From an optimization exercise on the open Yosys and OpenROAD flow, aimed at small area and a short achievable clock period; shortcuts taken in it are not production practice.
Function was not checked in any run shown here: the RTL went through the layout flow alone.
Power is estimated from default activity; no workload was simulated.

## flow/design.v (module list and top-level ports; edited modules follow where they fit)
// module mul_s1: 605 lines
// module mul_s2: 378 lines
// module booth8_enc: 62 lines
// module FLP_multiplier_4: 54 lines
module FLP_multiplier_4(
    input [31:0] A,
    input [31:0] B,
    input rst,
    input clk,
    output [31:0] result
);
  // ...
==> flow/flow/run.sh <==
#!/bin/bash
set -o pipefail
bash standard.sh ADDER_MAP_FILE= SYNTH_ARGS=-noabc "BUFFER_PORTS_ARGS=-buffer_cell sky130_fd_sc_hd__buf_2" finish > flow_make.log 2>&1
==> flow/standard.sh <==
#!/bin/bash
# synth_recipe.tcl (not shown) runs the flow's synth.tcl, then flattens the netlist and writes it again
# the make line also repeats each setting of config.mk as NAME=value (left out here)
make -C /OpenROAD-flow-scripts/flow DESIGN_CONFIG=/design/flow/config.mk WORK_HOME=/design/flow/orfs CLKGATE_MAP_FILE= SYNTH_SCRIPT=/design/flow/synth_recipe.tcl "${@:-finish}"
==> flow/config.mk <==
export PLATFORM = sky130hd
export DESIGN_NAME = FLP_multiplier_4
export DESIGN_NICKNAME = FLP_multiplier_4
export VERILOG_FILES = /design/flow/design.v
export SDC_FILE = /design/flow/constraint.sdc
export NUM_CORES = 4
export LEC_CHECK = 0
export CAP_MARGIN = 20
export CORE_MARGIN = 2
export CORE_UTILIZATION = 40
export CTS_BUF_LIST = sky130_fd_sc_hd__clkbuf_4 sky130_fd_sc_hd__clkbuf_8
export SETUP_SLACK_MARGIN = 3.75
export SLEW_MARGIN = 20
==> flow/constraint.sdc <==
create_clock -name core_clock -period 7.0 [get_ports {clk}]
set_input_delay 1.4000 -clock core_clock [delete_from_list [all_inputs] [get_ports {clk}]]
set_output_delay 1.4000 -clock core_clock [all_outputs]
set_load 0.01 [all_outputs]
==> reports/metrics.yaml, run 1 <==
status: "no timing/DRC/antenna violations"
viasPerCell: 5.937
gr-total-overflow: 0
num-clock-buffers: 57
synth-xor-area-share_pct: 27.63
critical_path_depth: 12
start_kind: "register"
ys_seq_elements: 233
grt_util_met3_pct: 4.484
maxPowerGroup: "combinational logic"
root_buffer: "clkbuf_8"
synth_flop_cell: "dfxtp_1"
setup_violations: 0
clk_latency_ps: 600
clk-power_mw: 1.31
cts.sinks: 233
fin_nets: 2657
synth_edf_count: 0
dr.pass1.iters: 7
rrSetupSlack_ps: 3740
ir_drop_mv: 0.2326
fin_crit_sh_pct: 46.62
slew_headroom_pct: 25.98
combPwrFrac_pct: 70.1
fillers: 5480
met2_usage_pct: 36.60
multi_input_area_um2: 16580
post-route-drc-count: 0
synth_compound_area_share_pct: 26.05
hold_path_depth: 0
buffers: 159
multi_input_area_share_pct: 68.17
grtUsageMet1_pct: 29.10
clk_transition_reported_paths_ps: 60
synth-simple-area-share_pct: 10.92
grt_pass1_wl_mm: 104.6
io_pins: 98
largest_reg_flops: 71
setup_ws_ps: 3737
taps: 748
cts_buffers: 41
clockPowerShare_pct: 10.3
syn_area_per_cell_um2: 8.493
==> module mul_s2, before the edit <==
module mul_s2(
    input  [71:0] z,
    input  cin,
    output hi,
    output [22:0] ml,
    output [22:0] mh,
    output [22:0] m
);
    wire s593 = z[0] ^ z[1];
    wire c594 = z[0] & z[1];
    wire s595 = z[2] ^ z[3];
    wire c596 = z[2] & z[3];
    wire s597 = z[4] ^ z[5];
    wire c598 = z[4] & z[5];
    wire s599 = z[6] ^ z[7];
    wire c600 = z[6] & z[7];
    wire s601 = z[8] ^ z[9];
    wire c602 = z[8] & z[9];
    wire s603 = z[10] ^ z[11];
    wire c604 = z[10] & z[11];
    wire s605 = z[12] ^ z[13];
    wire c606 = z[12] & z[13];
    wire s607 = z[14] ^ z[15];
    wire c608 = z[14] & z[15];
    wire s609 = z[16] ^ z[17];
    wire c610 = z[16] & z[17];
    wire s611 = z[18] ^ z[19];
    wire c612 = z[18] & z[19];
    wire s613 = (z[20] ^ z[21]) ^ 1'b1;
    wire c614 = (z[20] & z[21]) | (1'b1 & (z[20] ^ z[21]));
    wire s615 = c612 ^ s613;
    wire c616 = c612 & s613;
    wire s617 = (z[22] ^ z[23]) ^ c614;
    wire c618 = (z[22] & z[23]) | (c614 & (z[22] ^ z[23]));
    wire s619 = z[24] ^ z[25];
    wire c620 = z[24] & z[25];
    wire s621 = z[26] ^ z[27];
    wire c622 = z[26] & z[27];
    wire s623 = (z[28] ^ z[29]) ^ 1'b1;
    wire c624 = (z[28] & z[29]) | (1'b1 & (z[28] ^ z[29]));
    wire s625 = (z[30] ^ z[31]) ^ 1'b1;
    wire c626 = (z[30] & z[31]) | (1'b1 & (z[30] ^ z[31]));
    wire s627 = (z[32] ^ z[33]) ^ 1'b1;
    wire c628 = (z[32] & z[33]) | (1'b1 & (z[32] ^ z[33]));
    wire s629 = z[34] ^ z[35];
    wire c630 = z[34] & z[35];
    wire s631 = (z[36] ^ z[37]) ^ 1'b1;
    wire c632 = (z[36] & z[37]) | (1'b1 & (z[36] ^ z[37]));
    wire s633 = (z[38] ^ z[39]) ^ 1'b1;
    wire c634 = (z[38] & z[39]) | (1'b1 & (z[38] ^ z[39]));
    wire s635 = z[40] ^ z[41];
    wire c636 = z[40] & z[41];
    wire s637 = (z[42] ^ z[43]) ^ 1'b1;
    wire c638 = (z[42] & z[43]) | (1'b1 & (z[42] ^ z[43]));
    wire s639 = (z[44] ^ z[45]) ^ 1'b1;
    wire c640 = (z[44] & z[45]) | (1'b1 & (z[44] ^ z[45]));
    wire s641 = z[46] ^ z[47];
    wire c642 = z[46] & z[47];
    wire s643 = (z[48] ^ z[49]) ^ 1'b1;
    wire c644 = (z[48] & z[49]) | (1'b1 & (z[48] ^ z[49]));
    wire s645 = (z[50] ^ z[51]) ^ 1'b1;
    wire c646 = (z[50] & z[51]) | (1'b1 & (z[50] ^ z[51]));
    wire s647 = z[52] ^ z[53];
    wire c648 = z[52] & z[53];
    wire s649 = (z[54] ^ z[55]) ^ 1'b1;
    wire c650 = (z[54] & z[55]) | (1'b1 & (z[54] ^ z[55]));
    wire s651 = (z[56] ^ z[57]) ^ 1'b1;
    wire c652 = (z[56] & z[57]) | (1'b1 & (z[56] ^ z[57]));
    wire s653 = z[58] ^ z[59];
    wire c654 = z[58] & z[59];
    wire s655 = (z[60] ^ z[61]) ^ 1'b1;
    wire c656 = (z[60] & z[61]) | (1'b1 & (z[60] ^ z[61]));
    wire s657 = (z[62] ^ z[63]) ^ 1'b1;
    wire c658 = (z[62] & z[63]) | (1'b1 & (z[62] ^ z[63]));
    wire s659 = z[64] ^ z[65];
    wire c660 = z[64] & z[65];
    wire s661 = (z[66] ^ z[67]) ^ 1'b1;
    wire c662 = (z[66] & z[67]) | (1'b1 & (z[66] ^ z[67]));
    wire s663 = (z[68] ^ z[69]) ^ 1'b1;
    wire c664 = (z[68] & z[69]) | (1'b1 & (z[68] ^ z[69]));
    wire s665 = (z[70] ^ z[71]) ^ 1'b1;
    wire c666 = (z[70] & z[71]) | (1'b1 & (z[70] ^ z[71]));
    wire [47:12] x = {c664, c662, c660, s659, c656, c654, s653, c650, c648, s647, c644, c642, s641, c638, c636, s635, c632, c630, s629, c626, c624, c622, c620, s619, c616, s615, c610, c608, c606, c604, c602, c600, c598, c596, c594, cin};
    wire [47:12] y = {s665, s663, s661, c658, s657, s655, c652, s651, s649, c646, s645, s643, c640, s639, s637, c634, s633, s631, c628, s627, s625, s623, s621, c618, s617, 1'b0, s611, s609, s607, s605, s603, s601, s599, s597, s595, s593};
    wire [10:0] lz = x[21:12] + y[21:12];
    wire c22 = lz[10];    
    wire kp = x[22] & c22, khi = x[22] | c22;
    wire g23_23 = x[23] & y[23];
    wire p23_23 = x[23] ^ y[23];
    wire g24_24 = x[24] & y[24];
    wire p24_24 = x[24] ^ y[24];
    wire g25_25 = x[25] & y[25];
    wire p25_25 = x[25] ^ y[25];
    wire g26_26 = x[26] & y[26];
    wire p26_26 = x[26] ^ y[26];
    wire g27_27 = x[27] & y[27];
    wire p27_27 = x[27] ^ y[27];
    wire g28_28 = x[28] & y[28];
    wire p28_28 = x[28] ^ y[28];
    wire g29_29 = x[29] & y[29];
    wire p29_29 = x[29] ^ y[29];
    wire g30_30 = x[30] & y[30];
    wire p30_30 = x[30] ^ y[30];
    wire g31_31 = x[31] & y[31];
    wire p31_31 = x[31] ^ y[31];
    wire g32_32 = x[32] & y[32];
    wire p32_32 = x[32] ^ y[32];
    wire g33_33 = x[33] & y[33];
    wire p33_33 = x[33] ^ y[33];
    wire g34_34 = x[34] & y[34];
    wire p34_34 = x[34] ^ y[34];
    wire g35_35 = x[35] & y[35];
    wire p35_35 = x[35] ^ y[35];
    wire g36_36 = x[36] & y[36];
    wire p36_36 = x[36] ^ y[36];
    wire g37_37 = x[37] & y[37];
    wire p37_37 = x[37] ^ y[37];
    wire g38_38 = x[38] & y[38];
    wire p38_38 = x[38] ^ y[38];
    wire g39_39 = x[39] & y[39];
    wire p39_39 = x[39] ^ y[39];
    wire g40_40 = x[40] & y[40];
    wire p40_40 = x[40] ^ y[40];
    wire g41_41 = x[41] & y[41];
    wire p41_41 = x[41] ^ y[41];
    wire g42_42 = x[42] & y[42];
    wire p42_42 = x[42] ^ y[42];
    wire g43_43 = x[43] & y[43];
    wire p43_43 = x[43] ^ y[43];
    wire g44_44 = x[44] & y[44];
    wire p44_44 = x[44] ^ y[44];
    wire g45_45 = x[45] & y[45];
    wire p45_45 = x[45] ^ y[45];
    wire g46_46 = x[46] & y[46];
    wire p46_46 = x[46] ^ y[46];
    wire g47_47 = x[47] & y[47];
    wire p47_47 = x[47] ^ y[47];
    wire G24_23 = g24_24 | (p24_24 & g23_23);
    wire P24_23 = p24_24 & p23_23;
    wire G25_24 = g25_25 | (p25_25 & g24_24);
    wire P25_24 = p25_25 & p24_24;
    wire G26_25 = g26_26 | (p26_26 & g25_25);
    wire P26_25 = p26_26 & p25_25;
    wire G27_26 = g27_27 | (p27_27 & g26_26);
    wire P27_26 = p27_27 & p26_26;
    wire G28_27 = g28_28 | (p28_28 & g27_27);
    wire P28_27 = p28_28 & p27_27;
    wire G29_28 = g29_29 | (p29_29 & g28_28);
    wire P29_28 = p29_29 & p28_28;
    wire G30_29 = g30_30 | (p30_30 & g29_29);
    wire P30_29 = p30_30 & p29_29;
    wire G31_30 = g31_31 | (p31_31 & g30_30);
    wire P31_30 = p31_31 & p30_30;
    wire G32_31 = g32_32 | (p32_32 & g31_31);
    wire P32_31 = p32_32 & p31_31;
    wire G33_32 = g33_33 | (p33_33 & g32_32);
    wire P33_32 = p33_33 & p32_32;
    wire G34_33 = g34_34 | (p34_34 & g33_33);
    wire P34_33 = p34_34 & p33_33;
    wire G35_34 = g35_35 | (p35_35 & g34_34);
    wire P35_34 = p35_35 & p34_34;
    wire G36_35 = g36_36 | (p36_36 & g35_35);
    wire P36_35 = p36_36 & p35_35;
    wire G37_36 = g37_37 | (p37_37 & g36_36);
    wire P37_36 = p37_37 & p36_36;
    wire G38_37 = g38_38 | (p38_38 & g37_37);
    wire P38_37 = p38_38 & p37_37;
    wire G39_38 = g39_39 | (p39_39 & g38_38);
    wire P39_38 = p39_39 & p38_38;
    wire G40_39 = g40_40 | (p40_40 & g39_39);
    wire P40_39 = p40_40 & p39_39;
    wire G41_40 = g41_41 | (p41_41 & g40_40);
    wire P41_40 = p41_41 & p40_40;
    wire G42_41 = g42_42 | (p42_42 & g41_41);
    wire P42_41 = p42_42 & p41_41;
    wire G43_42 = g43_43 | (p43_43 & g42_42);
    wire P43_42 = p43_43 & p42_42;
    wire G44_43 = g44_44 | (p44_44 & g43_43);
    wire P44_43 = p44_44 & p43_43;
    wire G45_44 = g45_45 | (p45_45 & g44_44);
    wire P45_44 = p45_45 & p44_44;
    wire G46_45 = g46_46 | (p46_46 & g45_45);
    wire P46_45 = p46_46 & p45_45;
    wire G47_46 = g47_47 | (p47_47 & g46_46);
    wire P47_46 = p47_47 & p46_46;
    wire G25_23 = G25_24 | (P25_24 & g23_23);
    wire P25_23 = P25_24 & p23_23;
    wire G26_23 = G26_25 | (P26_25 & G24_23);
    wire P26_23 = P26_25 & P24_23;
    wire G27_24 = G27_26 | (P27_26 & G25_24);
    wire P27_24 = P27_26 & P25_24;
    wire G28_25 = G28_27 | (P28_27 & G26_25);
    wire P28_25 = P28_27 & P26_25;
    wire G29_26 = G29_28 | (P29_28 & G27_26);
    wire P29_26 = P29_28 & P27_26;
    wire G30_27 = G30_29 | (P30_29 & G28_27);
    wire P30_27 = P30_29 & P28_27;
    wire G31_28 = G31_30 | (P31_30 & G29_28);
    wire P31_28 = P31_30 & P29_28;
    wire G32_29 = G32_31 | (P32_31 & G30_29);
    wire P32_29 = P32_31 & P30_29;
    wire G33_30 = G33_32 | (P33_32 & G31_30);
    wire P33_30 = P33_32 & P31_30;
    wire G34_31 = G34_33 | (P34_33 & G32_31);
    wire P34_31 = P34_33 & P32_31;
    wire G35_32 = G35_34 | (P35_34 & G33_32);
    wire P35_32 = P35_34 & P33_32;
    wire G36_33 = G36_35 | (P36_35 & G34_33);
    wire P36_33 = P36_35 & P34_33;
    wire G37_34 = G37_36 | (P37_36 & G35_34);
    wire P37_34 = P37_36 & P35_34;
    wire G38_35 = G38_37 | (P38_37 & G36_35);
    wire P38_35 = P38_37 & P36_35;
    wire G39_36 = G39_38 | (P39_38 & G37_36);
    wire P39_36 = P39_38 & P37_36;
    wire G40_37 = G40_39 | (P40_39 & G38_37);
    wire P40_37 = P40_39 & P38_37;
    wire G41_38 = G41_40 | (P41_40 & G39_38);
    wire P41_38 = P41_40 & P39_38;
    wire G42_39 = G42_41 | (P42_41 & G40_39);
    wire P42_39 = P42_41 & P40_39;
    wire G43_40 = G43_42 | (P43_42 & G41_40);
    wire P43_40 = P43_42 & P41_40;
    wire G44_41 = G44_43 | (P44_43 & G42_41);
    wire P44_41 = P44_43 & P42_41;
    wire G45_42 = G45_44 | (P45_44 & G43_42);
    wire P45_42 = P45_44 & P43_42;
    wire G46_43 = G46_45 | (P46_45 & G44_43);
    wire P46_43 = P46_45 & P44_43;
    wire G47_44 = G47_46 | (P47_46 & G45_44);
    wire P47_44 = P47_46 & P45_44;
    wire G27_23 = G27_24 | (P27_24 & g23_23);
    wire P27_23 = P27_24 & p23_23;
    wire G28_23 = G28_25 | (P28_25 & G24_23);
    wire P28_23 = P28_25 & P24_23;
    wire G29_23 = G29_26 | (P29_26 & G25_23);
    wire P29_23 = P29_26 & P25_23;
    wire G30_23 = G30_27 | (P30_27 & G26_23);
    wire P30_23 = P30_27 & P26_23;
    wire G31_24 = G31_28 | (P31_28 & G27_24);
    wire P31_24 = P31_28 & P27_24;
    wire G32_25 = G32_29 | (P32_29 & G28_25);
    wire P32_25 = P32_29 & P28_25;
    wire G33_26 = G33_30 | (P33_30 & G29_26);
    wire P33_26 = P33_30 & P29_26;
    wire G34_27 = G34_31 | (P34_31 & G30_27);
    wire P34_27 = P34_31 & P30_27;
    wire G35_28 = G35_32 | (P35_32 & G31_28);
    wire P35_28 = P35_32 & P31_28;
    wire G36_29 = G36_33 | (P36_33 & G32_29);
    wire P36_29 = P36_33 & P32_29;
    wire G37_30 = G37_34 | (P37_34 & G33_30);
    wire P37_30 = P37_34 & P33_30;
    wire G38_31 = G38_35 | (P38_35 & G34_31);
    wire P38_31 = P38_35 & P34_31;
    wire G39_32 = G39_36 | (P39_36 & G35_32);
    wire P39_32 = P39_36 & P35_32;
    wire G40_33 = G40_37 | (P40_37 & G36_33);
    wire P40_33 = P40_37 & P36_33;
    wire G41_34 = G41_38 | (P41_38 & G37_34);
    wire P41_34 = P41_38 & P37_34;
    wire G42_35 = G42_39 | (P42_39 & G38_35);
    wire P42_35 = P42_39 & P38_35;
    wire G43_36 = G43_40 | (P43_40 & G39_36);
    wire P43_36 = P43_40 & P39_36;
    wire G44_37 = G44_41 | (P44_41 & G40_37);
    wire P44_37 = P44_41 & P40_37;
    wire G45_38 = G45_42 | (P45_42 & G41_38);
    wire P45_38 = P45_42 & P41_38;
    wire G46_39 = G46_43 | (P46_43 & G42_39);
    wire P46_39 = P46_43 & P42_39;
    wire G47_40 = G47_44 | (P47_44 & G43_40);
    wire P47_40 = P47_44 & P43_40;
    wire G31_23 = G31_24 | (P31_24 & g23_23);
    wire P31_23 = P31_24 & p23_23;
    wire G32_23 = G32_25 | (P32_25 & G24_23);
    wire P32_23 = P32_25 & P24_23;
    wire G33_23 = G33_26 | (P33_26 & G25_23);
    wire P33_23 = P33_26 & P25_23;
    wire G34_23 = G34_27 | (P34_27 & G26_23);
    wire P34_23 = P34_27 & P26_23;
    wire G35_23 = G35_28 | (P35_28 & G27_23);
    wire P35_23 = P35_28 & P27_23;
    wire G36_23 = G36_29 | (P36_29 & G28_23);
    wire P36_23 = P36_29 & P28_23;
    wire G37_23 = G37_30 | (P37_30 & G29_23);
    wire P37_23 = P37_30 & P29_23;
    wire G38_23 = G38_31 | (P38_31 & G30_23);
    wire P38_23 = P38_31 & P30_23;
    wire G39_24 = G39_32 | (P39_32 & G31_24);
    wire P39_24 = P39_32 & P31_24;
    wire G40_25 = G40_33 | (P40_33 & G32_25);
    wire P40_25 = P40_33 & P32_25;
    wire G41_26 = G41_34 | (P41_34 & G33_26);
    wire P41_26 = P41_34 & P33_26;
    wire G42_27 = G42_35 | (P42_35 & G34_27);
    wire P42_27 = P42_35 & P34_27;
    wire G43_28 = G43_36 | (P43_36 & G35_28);
    wire P43_28 = P43_36 & P35_28;
    wire G44_29 = G44_37 | (P44_37 & G36_29);
    wire P44_29 = P44_37 & P36_29;
    wire G45_30 = G45_38 | (P45_38 & G37_30);
    wire P45_30 = P45_38 & P37_30;
    wire G46_31 = G46_39 | (P46_39 & G38_31);
    wire P46_31 = P46_39 & P38_31;
    wire G47_32 = G47_40 | (P47_40 & G39_32);
    wire P47_32 = P47_40 & P39_32;
    wire G39_23 = G39_24 | (P39_24 & g23_23);
    wire P39_23 = P39_24 & p23_23;
    wire G40_23 = G40_25 | (P40_25 & G24_23);
    wire P40_23 = P40_25 & P24_23;
    wire G41_23 = G41_26 | (P41_26 & G25_23);
    wire P41_23 = P41_26 & P25_23;
    wire G42_23 = G42_27 | (P42_27 & G26_23);
    wire P42_23 = P42_27 & P26_23;
    wire G43_23 = G43_28 | (P43_28 & G27_23);
    wire P43_23 = P43_28 & P27_23;
    wire G44_23 = G44_29 | (P44_29 & G28_23);
    wire P44_23 = P44_29 & P28_23;
    wire G45_23 = G45_30 | (P45_30 & G29_23);
    wire P45_23 = P45_30 & P29_23;
    wire G46_23 = G46_31 | (P46_31 & G30_23);
    wire P46_23 = P46_31 & P30_23;
    wire G47_23 = G47_32 | (P47_32 & G31_23);
    wire P47_23 = P47_32 & P31_23;
    wire [46:22] xp = x[46:22] ^ y[46:22];
    wire [46:22] xo = x[46:22] | y[46:22];
    wire zero = (xp[22] == c22) & (xp[46:23] == xo[45:22]);
    wire plo47 = (p47_47 ^ (G46_23 | (P46_23 & kp)));
    assign hi = plo47 & ~zero;
    assign ml[0] = (p23_23 ^ kp);
    assign mh[0] = (p24_24 ^ (g23_23 | (p23_23 & khi)));
    assign ml[1] = (p24_24 ^ (g23_23 | (p23_23 & kp)));
    assign mh[1] = (p25_25 ^ (G24_23 | (P24_23 & khi)));
    assign ml[2] = (p25_25 ^ (G24_23 | (P24_23 & kp)));
    assign mh[2] = (p26_26 ^ (G25_23 | (P25_23 & khi)));
    assign ml[3] = (p26_26 ^ (G25_23 | (P25_23 & kp)));
    assign mh[3] = (p27_27 ^ (G26_23 | (P26_23 & khi)));
    assign ml[4] = (p27_27 ^ (G26_23 | (P26_23 & kp)));
    assign mh[4] = (p28_28 ^ (G27_23 | (P27_23 & khi)));
    assign ml[5] = (p28_28 ^ (G27_23 | (P27_23 & kp)));
    assign mh[5] = (p29_29 ^ (G28_23 | (P28_23 & khi)));
    assign ml[6] = (p29_29 ^ (G28_23 | (P28_23 & kp)));
    assign mh[6] = (p30_30 ^ (G29_23 | (P29_23 & khi)));
    assign ml[7] = (p30_30 ^ (G29_23 | (P29_23 & kp)));
    assign mh[7] = (p31_31 ^ (G30_23 | (P30_23 & khi)));
    assign ml[8] = (p31_31 ^ (G30_23 | (P30_23 & kp)));
    assign mh[8] = (p32_32 ^ (G31_23 | (P31_23 & khi)));
    assign ml[9] = (p32_32 ^ (G31_23 | (P31_23 & kp)));
    assign mh[9] = (p33_33 ^ (G32_23 | (P32_23 & khi)));
    assign ml[10] = (p33_33 ^ (G32_23 | (P32_23 & kp)));
    assign mh[10] = (p34_34 ^ (G33_23 | (P33_23 & khi)));
    assign ml[11] = (p34_34 ^ (G33_23 | (P33_23 & kp)));
    assign mh[11] = (p35_35 ^ (G34_23 | (P34_23 & khi)));
    assign ml[12] = (p35_35 ^ (G34_23 | (P34_23 & kp)));
    assign mh[12] = (p36_36 ^ (G35_23 | (P35_23 & khi)));
    assign ml[13] = (p36_36 ^ (G35_23 | (P35_23 & kp)));
    assign mh[13] = (p37_37 ^ (G36_23 | (P36_23 & khi)));
    assign ml[14] = (p37_37 ^ (G36_23 | (P36_23 & kp)));
    assign mh[14] = (p38_38 ^ (G37_23 | (P37_23 & khi)));
    assign ml[15] = (p38_38 ^ (G37_23 | (P37_23 & kp)));
    assign mh[15] = (p39_39 ^ (G38_23 | (P38_23 & khi)));
    assign ml[16] = (p39_39 ^ (G38_23 | (P38_23 & kp)));
    assign mh[16] = (p40_40 ^ (G39_23 | (P39_23 & khi)));
    assign ml[17] = (p40_40 ^ (G39_23 | (P39_23 & kp)));
    assign mh[17] = (p41_41 ^ (G40_23 | (P40_23 & khi)));
    assign ml[18] = (p41_41 ^ (G40_23 | (P40_23 & kp)));
    assign mh[18] = (p42_42 ^ (G41_23 | (P41_23 & khi)));
    assign ml[19] = (p42_42 ^ (G41_23 | (P41_23 & kp)));
    assign mh[19] = (p43_43 ^ (G42_23 | (P42_23 & khi)));
    assign ml[20] = (p43_43 ^ (G42_23 | (P42_23 & kp)));
    assign mh[20] = (p44_44 ^ (G43_23 | (P43_23 & khi)));
    assign ml[21] = (p44_44 ^ (G43_23 | (P43_23 & kp)));
    assign mh[21] = (p45_45 ^ (G44_23 | (P44_23 & khi)));
    assign ml[22] = (p45_45 ^ (G44_23 | (P44_23 & kp)));
    assign mh[22] = (p46_46 ^ (G45_23 | (P45_23 & khi)));
    assign m = hi ? mh : ml;
endmodule
==> module FLP_multiplier_4, before the edit <==
module FLP_multiplier_4(
    input [31:0] A,
    input [31:0] B,
    input rst,
    input clk,
    output [31:0] result
);
    reg [22:0] a1, b1;
    reg s1;
    reg [7:0] e1;
    wire [7:0] e0 = A[30:23] + B[30:23] + 8'd129;    
    always @(posedge clk) begin
        a1 <= A[22:0];
        b1 <= B[22:0];
        e1 <= e0;
        s1 <= A[31] ^ B[31];
    end
    wire [25:0] a3_0 = {2'b01, A[22:0]} + {1'b1, A[22:0], 1'b0};
    reg [25:0] a3_1;
    always @(posedge clk) a3_1 <= a3_0;
    wire [39:0] dg0;
    booth8_enc enc(.b(B[22:0]), .dg(dg0));
    reg [39:0] dg1;
    always @(posedge clk) dg1 <= dg0;
    wire [71:0] z;
    wire zc;
    mul_s1 st1(.a(a1), .a3(a3_1), .dg(dg1), .z(z), .cout(zc));
    reg [71:0] z2;
    reg c2;
    reg [7:0] e2;
    reg sg2;
    always @(posedge clk) begin
        z2 <= z;
        c2 <= zc;
        e2 <= e1;
        sg2 <= s1;
    end
    wire hi;
    wire [22:0] m, ml, mh;
    mul_s2 st2(.z(z2), .cin(c2), .hi(hi), .ml(ml), .mh(mh), .m(m));
    wire [7:0] e2i = e2 + 8'd1;
    reg [22:0] ml3, mh3;
    reg [7:0] e3;
    reg hi3, sg3;
    always @(posedge clk) begin
        ml3 <= ml;
        mh3 <= mh;
        e3 <= e2;
        hi3 <= hi;
        sg3 <= sg2;
    end
    wire [7:0] e3i = e3 + 8'd1;
    assign result = {sg3, hi3 ? e3i : e3, hi3 ? mh3 : ml3};
endmodule
==> run 2, diff against run 1 <==
--- a/flow/design.v
+++ b/flow/design.v
@@ -1,13 +1,13 @@
 module mul_s1(
     input  [22:0] a,
     input  [25:0] a3,
     input  [39:0] dg,
-    output [71:0] z,
+    output [75:0] z,
     output cout
 );
     wire pp1 = ((dg[0] & a[0]) | (dg[2] & a3[0])) ^ dg[4];
     wire pp2 = ((dg[0] & a[1]) | (dg[1] & a[0]) | (dg[2] & a3[1])) ^ dg[4];
     wire pp3 = ((dg[0] & a[2]) | (dg[1] & a[1]) | (dg[2] & a3[2]) | (dg[3] & a[0])) ^ dg[4];
     wire pp4 = ((dg[0] & a[3]) | (dg[1] & a[2]) | (dg[2] & a3[3]) | (dg[3] & a[1])) ^ dg[4];
     wire pp5 = ((dg[0] & a[4]) | (dg[1] & a[3]) | (dg[2] & a3[4]) | (dg[3] & a[2])) ^ dg[4];
     wire pp6 = ((dg[0] & a[5]) | (dg[1] & a[4]) | (dg[2] & a3[5]) | (dg[3] & a[3])) ^ dg[4];
@@ -592,24 +592,24 @@
     wire s585 = (a[20] ^ nn189) ^ pp213;
     wire c586 = (a[20] & nn189) | (pp213 & (a[20] ^ nn189));
     wire s587 = c582 ^ s585;
     wire c588 = c582 & s585;
     wire s589 = (a[21] ^ pp214) ^ c586;
     wire c590 = (a[21] & pp214) | (c586 & (a[21] ^ pp214));
     wire s591 = a[22] ^ pp215;
     wire c592 = a[22] & pp215;
-    wire [11:0] lr0 = {c246, s243, s237, c230, s227, s225, c220, c218, pp28, pp3, pp2, dg[4]};
-    wire [11:0] lr1 = {s251, s245, s239, s233, s229, s223, s221, s219, s217, 1'b0, 1'b0, pp1};
-    wire [12:0] lsum = {1'b0, lr0} + {1'b0, lr1};
-    assign cout = lsum[12];
-    assign z = {c592, nn216, c590, s591, s589, c588, s587, c584, c580, s583, s579, c576, s575, c570, c564, s569, s563, c558, s557, c550, c542, s549, s541, c534, s533, c524, c514, s523, s513, c504, s503, c492, c480, s491, s479, c468, s467, c454, s453, c440, s439, s437, c412, s425, s411, c398, s397, c384, s383, c370, s369, c356, s355, c342, s341, s339, s329, s327, s317, c306, s305, c296, s295, c286, s285, c276, s275, s273, s267, s265, s259, c252};
+    wire [9:0] lr0 = {s237, c230, s227, s225, c220, c218, pp28, pp3, pp2, dg[4]};
+    wire [9:0] lr1 = {s239, s233, s229, s223, s221, s219, s217, 1'b0, 1'b0, pp1};
+    wire [10:0] lsum = {1'b0, lr0} + {1'b0, lr1};
+    assign cout = lsum[10];
+    assign z = {c592, nn216, c590, s591, s589, c588, s587, c584, c580, s583, s579, c576, s575, c570, c564, s569, s563, c558, s557, c550, c542, s549, s541, c534, s533, c524, c514, s523, s513, c504, s503, c492, c480, s491, s479, c468, s467, c454, s453, c440, s439, s437, c412, s425, s411, c398, s397, c384, s383, c370, s369, c356, s355, c342, s341, s339, s329, s327, s317, c306, s305, c296, s295, c286, s285, c276, s275, s273, s267, s265, s259, c252, s251, c246, s245, s243};
 endmodule
 module mul_s2(
-    input  [71:0] z,
+    input  [75:0] z,
     input  cin,
     output hi,
     output [22:0] ml,
     output [22:0] mh,
     output [22:0] m
 );
     wire s593 = z[0] ^ z[1];
     wire c594 = z[0] & z[1];
@@ -626,74 +626,78 @@
     wire s605 = z[12] ^ z[13];
     wire c606 = z[12] & z[13];
     wire s607 = z[14] ^ z[15];
     wire c608 = z[14] & z[15];
     wire s609 = z[16] ^ z[17];
     wire c610 = z[16] & z[17];
     wire s611 = z[18] ^ z[19];
     wire c612 = z[18] & z[19];
-    wire s613 = (z[20] ^ z[21]) ^ 1'b1;
-    wire c614 = (z[20] & z[21]) | (1'b1 & (z[20] ^ z[21]));
-    wire s615 = c612 ^ s613;
-    wire c616 = c612 & s613;
-    wire s617 = (z[22] ^ z[23]) ^ c614;
-    wire c618 = (z[22] & z[23]) | (c614 & (z[22] ^ z[23]));
-    wire s619 = z[24] ^ z[25];
-    wire c620 = z[24] & z[25];
-    wire s621 = z[26] ^ z[27];
-    wire c622 = z[26] & z[27];
-    wire s623 = (z[28] ^ z[29]) ^ 1'b1;
-    wire c624 = (z[28] & z[29]) | (1'b1 & (z[28] ^ z[29]));
-    wire s625 = (z[30] ^ z[31]) ^ 1'b1;
-    wire c626 = (z[30] & z[31]) | (1'b1 & (z[30] ^ z[31]));
+    wire s613 = z[20] ^ z[21];
+    wire c614 = z[20] & z[21];
+    wire s615 = z[22] ^ z[23];
+    wire c616 = z[22] & z[23];
+    wire s617 = (z[24] ^ z[25]) ^ 1'b1;
+    wire c618 = (z[24] & z[25]) | (1'b1 & (z[24] ^ z[25]));
+    wire s619 = c616 ^ s617;
+    wire c620 = c616 & s617;
+    wire s621 = (z[26] ^ z[27]) ^ c618;
+    wire c622 = (z[26] & z[27]) | (c618 & (z[26] ^ z[27]));
+    wire s623 = z[28] ^ z[29];
+    wire c624 = z[28] & z[29];
+    wire s625 = z[30] ^ z[31];
+    wire c626 = z[30] & z[31];
     wire s627 = (z[32] ^ z[33]) ^ 1'b1;
     wire c628 = (z[32] & z[33]) | (1'b1 & (z[32] ^ z[33]));
-    wire s629 = z[34] ^ z[35];
-    wire c630 = z[34] & z[35];
+    wire s629 = (z[34] ^ z[35]) ^ 1'b1;
+    wire c630 = (z[34] & z[35]) | (1'b1 & (z[34] ^ z[35]));
     wire s631 = (z[36] ^ z[37]) ^ 1'b1;
     wire c632 = (z[36] & z[37]) | (1'b1 & (z[36] ^ z[37]));
-    wire s633 = (z[38] ^ z[39]) ^ 1'b1;
-    wire c634 = (z[38] & z[39]) | (1'b1 & (z[38] ^ z[39]));
-    wire s635 = z[40] ^ z[41];
-    wire c636 = z[40] & z[41];
+    wire s633 = z[38] ^ z[39];
+    wire c634 = z[38] & z[39];
+    wire s635 = (z[40] ^ z[41]) ^ 1'b1;
+    wire c636 = (z[40] & z[41]) | (1'b1 & (z[40] ^ z[41]));
     wire s637 = (z[42] ^ z[43]) ^ 1'b1;
     wire c638 = (z[42] & z[43]) | (1'b1 & (z[42] ^ z[43]));
-    wire s639 = (z[44] ^ z[45]) ^ 1'b1;
-    wire c640 = (z[44] & z[45]) | (1'b1 & (z[44] ^ z[45]));
-    wire s641 = z[46] ^ z[47];
-    wire c642 = z[46] & z[47];
+    wire s639 = z[44] ^ z[45];
+    wire c640 = z[44] & z[45];
+    wire s641 = (z[46] ^ z[47]) ^ 1'b1;
+    wire c642 = (z[46] & z[47]) | (1'b1 & (z[46] ^ z[47]));
     wire s643 = (z[48] ^ z[49]) ^ 1'b1;
     wire c644 = (z[48] & z[49]) | (1'b1 & (z[48] ^ z[49]));
-    wire s645 = (z[50] ^ z[51]) ^ 1'b1;
-    wire c646 = (z[50] & z[51]) | (1'b1 & (z[50] ^ z[51]));
-    wire s647 = z[52] ^ z[53];
-    wire c648 = z[52] & z[53];
+    wire s645 = z[50] ^ z[51];
+    wire c646 = z[50] & z[51];
+    wire s647 = (z[52] ^ z[53]) ^ 1'b1;
+    wire c648 = (z[52] & z[53]) | (1'b1 & (z[52] ^ z[53]));
     wire s649 = (z[54] ^ z[55]) ^ 1'b1;
     wire c650 = (z[54] & z[55]) | (1'b1 & (z[54] ^ z[55]));
-    wire s651 = (z[56] ^ z[57]) ^ 1'b1;
-    wire c652 = (z[56] & z[57]) | (1'b1 & (z[56] ^ z[57]));
-    wire s653 = z[58] ^ z[59];
-    wire c654 = z[58] & z[59];
+    wire s651 = z[56] ^ z[57];
+    wire c652 = z[56] & z[57];
+    wire s653 = (z[58] ^ z[59]) ^ 1'b1;
+    wire c654 = (z[58] & z[59]) | (1'b1 & (z[58] ^ z[59]));
     wire s655 = (z[60] ^ z[61]) ^ 1'b1;
     wire c656 = (z[60] & z[61]) | (1'b1 & (z[60] ^ z[61]));
-    wire s657 = (z[62] ^ z[63]) ^ 1'b1;
-    wire c658 = (z[62] & z[63]) | (1'b1 & (z[62] ^ z[63]));
-    wire s659 = z[64] ^ z[65];
-    wire c660 = z[64] & z[65];
+    wire s657 = z[62] ^ z[63];
+    wire c658 = z[62] & z[63];
+    wire s659 = (z[64] ^ z[65]) ^ 1'b1;
+    wire c660 = (z[64] & z[65]) | (1'b1 & (z[64] ^ z[65]));
     wire s661 = (z[66] ^ z[67]) ^ 1'b1;
     wire c662 = (z[66] & z[67]) | (1'b1 & (z[66] ^ z[67]));
-    wire s663 = (z[68] ^ z[69]) ^ 1'b1;
-    wire c664 = (z[68] & z[69]) | (1'b1 & (z[68] ^ z[69]));
+    wire s663 = z[68] ^ z[69];
+    wire c664 = z[68] & z[69];
     wire s665 = (z[70] ^ z[71]) ^ 1'b1;
     wire c666 = (z[70] & z[71]) | (1'b1 & (z[70] ^ z[71]));
-    wire [47:12] x = {c664, c662, c660, s659, c656, c654, s653, c650, c648, s647, c644, c642, s641, c638, c636, s635, c632, c630, s629, c626, c624, c622, c620, s619, c616, s615, c610, c608, c606, c604, c602, c600, c598, c596, c594, cin};
-    wire [47:12] y = {s665, s663, s661, c658, s657, s655, c652, s651, s649, c646, s645, s643, c640, s639, s637, c634, s633, s631, c628, s627, s625, s623, s621, c618, s617, 1'b0, s611, s609, s607, s605, s603, s601, s599, s597, s595, s593};
-    wire [10:0] lz = x[21:12] + y[21:12];
-    wire c22 = lz[10];    
+    wire s667 = (z[72] ^ z[73]) ^ 1'b1;
+    wire c668 = (z[72] & z[73]) | (1'b1 & (z[72] ^ z[73]));
+    wire s669 = (z[74] ^ z[75]) ^ 1'b1;
+    wire c670 = (z[74] & z[75]) | (1'b1 & (z[74] ^ z[75]));
+    wire [47:10] x = {c668, c666, c664, s663, c660, c658, s657, c654, c652, s651, c648, c646, s645, c642, c640, s639, c636, c634, s633, c630, c628, c626, c624, s623, c620, s619, c614, c612, c610, c608, c606, c604, c602, c600, c598, c596, c594, cin};
+    wire [47:10] y = {s669, s667, s665, c662, s661, s659, c656, s655, s653, c650, s649, s647, c644, s643, s641, c638, s637, s635, c632, s631, s629, s627, s625, c622, s621, 1'b0, s615, s613, s611, s609, s607, s605, s603, s601, s599, s597, s595, s593};
+    wire [12:0] lz = x[21:10] + y[21:10];
+    wire c22 = lz[12];    
     wire kp = x[22] & c22, khi = x[22] | c22;
     wire g23_23 = x[23] & y[23];
     wire p23_23 = x[23] ^ y[23];
     wire g24_24 = x[24] & y[24];
     wire p24_24 = x[24] ^ y[24];
     wire g25_25 = x[25] & y[25];
     wire p25_25 = x[25] ^ y[25];
     wire g26_26 = x[26] & y[26];
@@ -1062,38 +1066,30 @@
     end
     wire [25:0] a3_0 = {2'b01, A[22:0]} + {1'b1, A[22:0], 1'b0};
     reg [25:0] a3_1;
     always @(posedge clk) a3_1 <= a3_0;
     wire [39:0] dg0;
     booth8_enc enc(.b(B[22:0]), .dg(dg0));
     reg [39:0] dg1;
     always @(posedge clk) dg1 <= dg0;
-    wire [71:0] z;
+    wire [75:0] z;
     wire zc;
     mul_s1 st1(.a(a1), .a3(a3_1), .dg(dg1), .z(z), .cout(zc));
-    reg [71:0] z2;
+    reg [75:0] z2;
     reg c2;
     reg [7:0] e2;
     reg sg2;
     always @(posedge clk) begin
         z2 <= z;
         c2 <= zc;
         e2 <= e1;
         sg2 <= s1;
     end
     wire hi;
     wire [22:0] m, ml, mh;
     mul_s2 st2(.z(z2), .cin(c2), .hi(hi), .ml(ml), .mh(mh), .m(m));
     wire [7:0] e2i = e2 + 8'd1;
-    reg [22:0] ml3, mh3;
-    reg [7:0] e3;
-    reg hi3, sg3;
-    always @(posedge clk) begin
-        ml3 <= ml;
-        mh3 <= mh;
-        e3 <= e2;
-        hi3 <= hi;
-        sg3 <= sg2;
-    end
-    wire [7:0] e3i = e3 + 8'd1;
-    assign result = {sg3, hi3 ? e3i : e3, hi3 ? mh3 : ml3};
+    wire [7:0] e = hi ? e2i : e2;
+    reg [31:0] r3;
+    always @(posedge clk) r3 <= {sg2, e, m};
+    assign result = r3;
 endmodule
==> flow/flow/run.sh (replaced) <==
#!/bin/bash
set -o pipefail
bash standard.sh ADDER_MAP_FILE= "BUFFER_PORTS_ARGS=-buffer_cell sky130_fd_sc_hd__buf_2" finish > flow_make.log 2>&1
--- a/flow/config.mk
+++ b/flow/config.mk
@@ -4,10 +4,10 @@
 export VERILOG_FILES = /design/flow/design.v
 export SDC_FILE = /design/flow/constraint.sdc
 export NUM_CORES = 4
 export LEC_CHECK = 0
 export CAP_MARGIN = 20
 export CORE_MARGIN = 2
 export CORE_UTILIZATION = 40
 export CTS_BUF_LIST = sky130_fd_sc_hd__clkbuf_4 sky130_fd_sc_hd__clkbuf_8
-export SETUP_SLACK_MARGIN = 3.75
+export SETUP_SLACK_MARGIN = 3.5
 export SLEW_MARGIN = 20
==> run 2 against run 1 <==
Effect of this change:
- critical path depth grew 2
- die area decreased by 5.4%
- largest power group unchanged
- sequential share of layout area is 0.99 points lower
- total power up 0.83%
- first-iteration DRC count up 14%
- register-to-register slack got worse by 210 ps
- count of clock-buffer cells in the layout fell by 4
- highest routed layer unchanged
- critical path type unchanged
- sequential power shrank 8%
- critical endpoint is now r3[30]
- combinational power up 3.3%
==> reports/metrics.yaml, run 2 <==
status: "no timing/DRC/antenna violations"  # unchanged
grt_pass1_wl_mm: 106.5  # was 104.6 mm
leakage_nw: 8.386  # was 8.701 nW
drive_gt1_share_pct: 14.81  # was 16.82%
synth_compound_area_share_pct: 26.74  # was 26.05%
worst-r2r-cell-count: 14  # was 12
viasPerCell: 6.028  # was 5.937
slew_headroom_pct: 49.02  # was 25.98%
die-area_um2: 54750  # was 57900 um^2
worst_pin_slew_ps: 743.4  # was 1109 ps
synth-xor-area-share_pct: 28.46  # was 27.63%
cp_max_fo: 6  # was 26
drt_iter0_markers: 2371  # was 2079
dp_slack_ps: 2711  # was 3265 ps
setup_violations: 0  # unchanged
layout.cells.most_common_list: "xnor2_1 (513), dfxtp_1 (177), nor2_1 (173)"  # was xnor2_1 (500), dfxtp_1 (205), a22o_1 (158)
ys_top_cells_by_area: "xnor2_1 (22%), dfxtp_1 (20%), a221oi_1 (6.8%)"  # was dfxtp_1 (21%), xnor2_1 (20%), a22o_1 (6.2%)
clockBufferDepth: 3  # unchanged
ir_drop_mv: 0.2800  # was 0.2326 mV
synth_top_family_by_area: "XOR/XNOR gates"  # unchanged
synth_top_area_cell: "xnor2_1"  # was dfxtp_1
io_pins: 98  # unchanged
holdWs_ps: 325.2  # was 324.4 ps
hold_path_class: "register to register"  # unchanged
start_util_pct: 40.34  # was 40.57%
worst_r2r_endpoint: "r3[30]"  # was c2
fp.dieW_um: 234.0  # was 240.6 um
hold_path_depth: 0  # unchanged
timing.rr.start: "z2[27]"  # was a1[3]
cp-end-kind: "register"  # unchanged
path_class: "register to register"  # unchanged
maxSlewViolCount: 0  # unchanged
grt_setup_unrepaired: "true"  # unchanged
seq_area_frac_synth_pct: 20.15  # was 20.83%
synth_most_common_cell: "xnor2_1"  # unchanged
synth_fa_ha_area_share_pct: 6.399  # was 6.358%
ant_nets: 0  # unchanged
synth_cell_types: 83  # was 105
hold_path_startpoint: "sg2"  # unchanged
total_power_mw: 12.79  # was 12.69 mW
fmax_ghz: 0.2883  # was 0.3064 GHz
syn-num-nets: 2727  # was 2703
tns_ps: 0  # unchanged
wirelength_mm: 69.02  # was 67.54 mm
fin_nets: 2689  # was 2657
h-tree-depth: 2  # unchanged
syn_to_final_growth_pct: 11.48  # was 8.620%
root_buffer: "clkbuf_8"  # unchanged
clk_latency_ps: 600  # about the same
syn_inst: 2661  # was 2637
coreArea_um2: 52450  # was 55200 um^2
row_count: 84  # was 86
cts.sinks: 213  # was 233
chipHeight_um: 234.0  # was 240.6 um
cts_buffers: 38  # was 41
setup_ws_ps: 3531  # was 3737 ps
rrSetupSlack_ps: 3530  # was 3740 ps
avgRoutedWirePerCell_um: 20.65  # was 20.07 um
yosys.area.top_type_share_pct: 21.57  # was 20.83%
fin_crit_sh_pct: 49.55  # was 46.62%
start_kind: "register"  # unchanged
dp_hpwl_mm: 46.00  # was 46.81 mm
first_global_vias: 18840  # was 18710
synth_edf_count: 0  # unchanged
synth-simple-area-share_pct: 11.73  # was 10.92%
place_congestion: 0.9411  # was 0.9162
clk_transition_reported_paths_ps: 70  # was 60 ps
vias: 20140  # was 19980
top_regs: "z2: 75 flops, dg1: 39 flops, r3: 32 flops"  # was z2: 71 flops, dg1: 39 flops, a3_1: 25 flops
yosysWarnings: 1  # unchanged
finalCriticalPeriod_ps: 3469  # was 3263 ps
dr.pass1.iters: 8  # was 7
post-route-drc-count: 0  # unchanged
grt_max_degree: 29  # was 32
async_reset_ff_share_pct: 0  # unchanged
cts_tree: "yes"  # unchanged
fin_skew_ps: 20.31  # was 23.46 ps
ys_top_cells_by_count: "xnor2_1 (521), dfxtp_1 (213), clkbuf_1 (190)"  # was xnor2_1 (505), dfxtp_1 (233), a22o_1 (158)
netlist_area_um2: 21160  # was 22400 um^2
syn_area_per_cell_um2: 7.951  # was 8.493 um^2
power_density_nw_per_um2: 542.4  # was 521.6 nW/um^2
yosys-mux-area-fraction_pct: 0.8397  # was 1.715%
crit_arrival_ps: 4000  # was 3740 ps
ys_seq_elements: 213  # was 233
min_to: "r3[31]"  # was sg3
top_register: "z2"  # unchanged
track_usage_pct: 24.60  # was 22.65%
worstPathRequired_ps: 7530  # was 7480 ps
hold_viol_final: 0  # unchanged
largest_reg_flops: 75  # was 71
synth_flop_cell: "dfxtp_1"  # unchanged
portBuffers: 96  # unchanged
drv_cap: 0  # unchanged
antenna_found_initial: 1  # unchanged
final_common_cell: "xnor2_1"  # unchanged
gr-total-overflow: 0  # unchanged
## run 2: where the power goes
part           switching [mW]  internal, mW
Combinational            5.04          4.15
Clock                   0.547         0.757
Sequential              0.591          1.71
## run 2: per-layer routing
metal / part of all wire [%] / global-route usage, %
met4: 5.0 / 12.46
met3: 11 / 6.627
met2: 43 / 37.63
met5: 0 / 0
met1: 41 / 31.71
## run 2: kinds of logic (layout without fill, tap and decap cells)
family	count (synthesis)	in the layout
buffers and inverters	308	300
XOR/XNOR	684	684
AND/OR/NAND/NOR	537	537
multiplexers	17	17
other	0	1
adder cells (fa/ha/maj)	135	135
AO/OA/AOI/OAI	767	767
flip-flops	213	213
## run 2: cell type report
| class | count | area, um^2 |
|---|---|---|
| tap | 688 | 860.8 |
| inverter | 50 | 187.7 |
| sequential | 213 | 4334 |
| clock buffer | 53 | 685.7 |
| multi-input combinational | 2140 | 16160 |
| clock inverter | 17 | 187.7 |
| fill | 5167 | 28860 |
| antenna | 1 | 2.502 |
| timing repair buffer | 180 | 1174 |
## run 2: repair_timing
action                                 CTS  global route
resized for setup                       72            50
gates cloned                             2             0
buffers inserted                        19            10
hold buffers                             0             0
pin swaps                               18            15
setup endpoints to repair               47            46
endpoints found under the hold margin    0             0
## run 2: worst max path at each step
stage	from	end	cells past startpoint
floorplan	A[2]	a3_1[22]	14
global placement	A[1]	a3_1[20]	14
detailed placement	A[1]	a3_1[20]	14
CTS	z2[26]	r3[28]	14
global route	z2[27]	r3[30]	14
finish	z2[27]	r3[30]	14
## run 2: per-stage QoR
stage	util, %	std cells	area (um^2)
2_1_floorplan	-	2661	21230
3_3_place_gp	41.79	3240	21920
3_5_place_dp	41.79	3240	21920
4_1_cts	44.45	3331	23310
5_1_grt	44.98	3342	23590
6_report	44.98	3342	23590
## run 2: worst max-delay path, stage by stage (launching register included)
cell	delay [ps]
dfxtp_4	370
xnor2_4	210
mux2_4	330
maj3_4	390
o211ai_1	320
o31ai_4	130
a21oi_2	170
o21ai_2	110
a21oi_2	200
xnor2_2	140
a31o_4	250
buf_12	120
or3_4	390
nor3_4	140
xor2_1	140

==> separate check: timing with driven ports <==
No port has a modelled driver above. Below, the same layouts with a new extraction and two added sets of constraints. Step 1 (the two cells are an assumption about what drives the block):
set clk [get_ports {clk}]
set_driving_cell -lib_cell sky130_fd_sc_hd__clkbuf_16 $clk
set_driving_cell -lib_cell sky130_fd_sc_hd__buf_2 [delete_from_list [all_inputs] $clk]
Step 2 also shifts input and output timing later by t, the mid clock arrival at the registers, as if the neighbouring blocks saw the same clock. Three values: no drivers, after step 1, after step 2; two values: the first two.
run | t, ns | setup slack, ns | worst setup path at the end
run 1 | 0.643 | 3.737 / 3.713 / 3.390 | input to register
run 2 | 0.641 | 3.531 / 3.531 / 2.938 | input to register
After both steps setup and hold are still met in every run listed. The setup slack of run 2, which loses most, moves by 0.000 ns with the drivers and by -0.593 ns with both steps.
